From an optimization exercise on the open Yosys and OpenROAD flow, aimed at small area and a short achievable clock period; shortcuts taken in it are not production practice.
In this exercise RTL edits were held to simulation tests only and were not proved equivalent to the original.
Power figures rest on the tool's default switching activity, not on a simulated workload.

==> flow/design.v (excerpt) <==
module mac_demo(input clk, input reset, input ena,
                input signed [15:0] k, input signed [15:0] x,
                output signed [31:0] acc_out);
Size: about 870 cells after synthesis, ~67 I/O pins.
export LEC_CHECK = 0
export ABC_AREA = 1
export CAP_MARGIN = 20
export CORE_MARGIN = 2
export CORE_UTILIZATION = 40
export CTS_BUF_LIST = sky130_fd_sc_hd__clkbuf_4 sky130_fd_sc_hd__clkbuf_8
export SETUP_SLACK_MARGIN = 2.9
export SLEW_MARGIN = 20
export SYNTH_HIERARCHICAL = 1
export SYNTH_MINIMUM_KEEP_SIZE = 0
create_clock -name core_clock -period 7.0 [get_ports {clk}]
standard.sh (not shown) runs the stock make flow with config.mk's settings and CLKGATE_MAP_FILE= SYNTH_SCRIPT=/design/flow/synth_recipe.tcl, a recipe that flattens the netlist after the stock synthesis.
==> flow/flow/run.sh <==
#!/bin/bash
# The standard layout (the standard.sh, unchanged synthesis), except that
# the port buffers are plain buffers and the clock-delay buffer cells are not
# used anywhere. The make output goes to standard.log; ORFS keeps each step's
# log under orfs/logs/.
set -uo pipefail
export BUFFER_PORTS_ARGS="-buffer_cell sky130_fd_sc_hd__buf_2"
export DONT_USE_CELLS="sky130_fd_sc_hd__clkdlybuf4s15_1 sky130_fd_sc_hd__clkdlybuf4s15_2 sky130_fd_sc_hd__clkdlybuf4s18_1 sky130_fd_sc_hd__clkdlybuf4s18_2 sky130_fd_sc_hd__clkdlybuf4s25_1 sky130_fd_sc_hd__clkdlybuf4s25_2 sky130_fd_sc_hd__clkdlybuf4s50_1 sky130_fd_sc_hd__clkdlybuf4s50_2"
export SETUP_MOVE_SEQUENCE="unbuffer,sizeup,swap,clone"
bash standard.sh > standard.log 2>&1
Edit:
--- a/flow/flow/run.sh
+++ b/flow/flow/run.sh
@@ -8,3 +8,2 @@
 export DONT_USE_CELLS="sky130_fd_sc_hd__clkdlybuf4s15_1 sky130_fd_sc_hd__clkdlybuf4s15_2 sky130_fd_sc_hd__clkdlybuf4s18_1 sky130_fd_sc_hd__clkdlybuf4s18_2 sky130_fd_sc_hd__clkdlybuf4s25_1 sky130_fd_sc_hd__clkdlybuf4s25_2 sky130_fd_sc_hd__clkdlybuf4s50_1 sky130_fd_sc_hd__clkdlybuf4s50_2"
-export SETUP_MOVE_SEQUENCE="unbuffer,sizeup,swap,clone"
 bash standard.sh > standard.log 2>&1
- CORE_UTILIZATION: 40 -> 55
- SETUP_SLACK_MARGIN: 2.9 -> 2.6
After rerunning: The changed run passed the timing, design-rule and antenna checks. Clock-buffer cell count is lower by 3. Routed wire length went down slightly. Total power falls by a few percent. Die area decreases by a quarter to a third. Clock power increases by a few percent. Via count stays the same. Fmax falls by a few percent. Utilization went up by 13 points. Design area is lower by a little under a tenth. Combinational power shrinks by a few percent.
Edit:
- CORE_UTILIZATION: 55 -> 40
- SETUP_SLACK_MARGIN: 2.6 -> 2.65
Die area came out higher by 36%.
Setup slack improved by 0.10 ns.
Critical path depth rises by 2.
Design area increases by about 1.3%.
Non-clock buffer count grows by 2.
Global-route usage fell by 8.7 points.
Cell count climbs by 8.2%.
Edit:
- CTS_BUF_LIST: sky130_fd_sc_hd__clkbuf_4 sky130_fd_sc_hd__clkbuf_8 -> sky130_fd_sc_hd__clkbuf_8
- CTS_CLUSTER_SIZE: default -> 15
- SETUP_SLACK_MARGIN: 2.65 -> 2.6
Hold slack stays flat.
Area after synthesis does not change.
Utilization drops by 0.21 points.
Setup slack got worse by 0.017 ns.
Wire length barely changes.
Clock-buffer cell count is unchanged.
Design area fell slightly.
Die area is unchanged.
Synthesized cell count stays the same.
Clock power barely changes.

========
mac_demo again, from the RTL that the note above started with.
clock: 7.0 ns
lec_check: 0
abc_area: 1
cap_margin: 20
core_margin: 2
core_utilization: 40
cts_buf_list: sky130_fd_sc_hd__clkbuf_4 sky130_fd_sc_hd__clkbuf_8
setup_slack_margin: 2.8
slew_margin: 20
synth_hierarchical: 1
synth_minimum_keep_size: 0
==> flow/flow/run.sh <==
#!/bin/bash
# The standard layout (the standard.sh, unchanged synthesis), except that
# the port buffers are plain buffers and the clock-delay buffer cells are not
# used anywhere. The make output goes to standard.log; ORFS keeps each step's
# log under orfs/logs/.
set -uo pipefail
export BUFFER_PORTS_ARGS="-buffer_cell sky130_fd_sc_hd__buf_2"
export DONT_USE_CELLS="sky130_fd_sc_hd__clkdlybuf4s15_1 sky130_fd_sc_hd__clkdlybuf4s15_2 sky130_fd_sc_hd__clkdlybuf4s18_1 sky130_fd_sc_hd__clkdlybuf4s18_2 sky130_fd_sc_hd__clkdlybuf4s25_1 sky130_fd_sc_hd__clkdlybuf4s25_2 sky130_fd_sc_hd__clkdlybuf4s50_1 sky130_fd_sc_hd__clkdlybuf4s50_2"
bash standard.sh > standard.log 2>&1
Change:
--- a/flow/config.mk
+++ b/flow/config.mk
@@ -10,5 +10,5 @@
 export CORE_MARGIN = 2
-export CORE_UTILIZATION = 40
+export CORE_UTILIZATION = 30
 export CTS_BUF_LIST = sky130_fd_sc_hd__clkbuf_4 sky130_fd_sc_hd__clkbuf_8
-export SETUP_SLACK_MARGIN = 2.8
+export SETUP_SLACK_MARGIN = 2.6
 export SLEW_MARGIN = 20
The new run produced a clean layout.
Global-route usage goes down by 4.7 points.
Final area is lower by 2.1%.
Total power went down by 0.51%.
Combinational power falls by about 3%.
Critical path depth is unchanged.
Cell count increases by 4.5%.
Wire length goes down by 1.0%.
Area after synthesis is unchanged.
Register-to-register slack loses 0.09 ns.
Sequential share of layout area climbs by 0.22 points.
Change:
--- a/flow/config.mk
+++ b/flow/config.mk
@@ -10,4 +10,5 @@
 export CORE_MARGIN = 2
-export CORE_UTILIZATION = 30
+export CORE_UTILIZATION = 40
 export CTS_BUF_LIST = sky130_fd_sc_hd__clkbuf_4 sky130_fd_sc_hd__clkbuf_8
+export GPL_ROUTABILITY_DRIVEN = 0
 export SETUP_SLACK_MARGIN = 2.6
Fmax grows by 1.7%.
Power shrinks by 3.1%.
Non-clock buffer count does not change.
Cell count shrinks by 5.8%.
Routed wire length shrinks by 2.4%.
Area after synthesis stays the same.
Setup slack gets better by 0.072 ns.

[what the ideal ports hide]
How much do the figures lean on ideal ports? The routed layouts below were timed once more, with nothing changed but the port constraints. Step 1, drivers: a clkbuf_16 drives clk and a buf_2 each remaining input, both assumed. Step 2 moves the port delays by t, midway between the first and last clock arrival at a register: inputs arrive t later, outputs are due t later. That takes back most of the time a late clock gives input paths. Three values: no drivers, after step 1, after step 2; two values: the first two.
run | shift t [ns] | setup WS [ns] | worst hold slack (ns) | latest minus earliest clock arrival (ns) | worst slew at a driven data input, ns
the first run of note 1 | 0.408 | 2.930 / 2.895 / 2.512 | 0.718 / 0.718 / 0.718 | 0.006 / 0.006 | 0.06
the second run of note 1 | 0.409 | 2.689 / 2.708 / 2.299 | 0.685 / 0.685 / 0.685 | 0.016 / 0.015 | 0.05
the third run of note 1 | 0.406 | 2.792 / 2.760 / 2.404 | 0.686 / 0.686 / 0.686 | 0.015 / 0.014 | 0.05
the fourth run of note 1 | 0.406 | 2.774 / 2.762 / 2.391 | 0.687 / 0.687 / 0.687 | 0.014 / 0.014 | 0.04
the first run of note 2 | 0.408 | 2.867 / 2.842 / 2.462 | 0.694 / 0.694 / 0.694 | 0.014 / 0.014 | 0.06
the second run of note 2 | 0.404 | 2.703 / 2.699 / 2.295 | 0.698 / 0.698 / 0.698 | 0.016 / 0.016 | 0.07
the third run of note 2 | 0.406 | 2.774 / 2.762 / 2.391 | 0.687 / 0.687 / 0.687 | 0.014 / 0.014 | 0.04
After both steps every run listed still meets setup and hold. For the first run of note 1, which loses most, drivers alone change the setup slack by -0.035 ns; drivers and shift together by -0.418 ns.
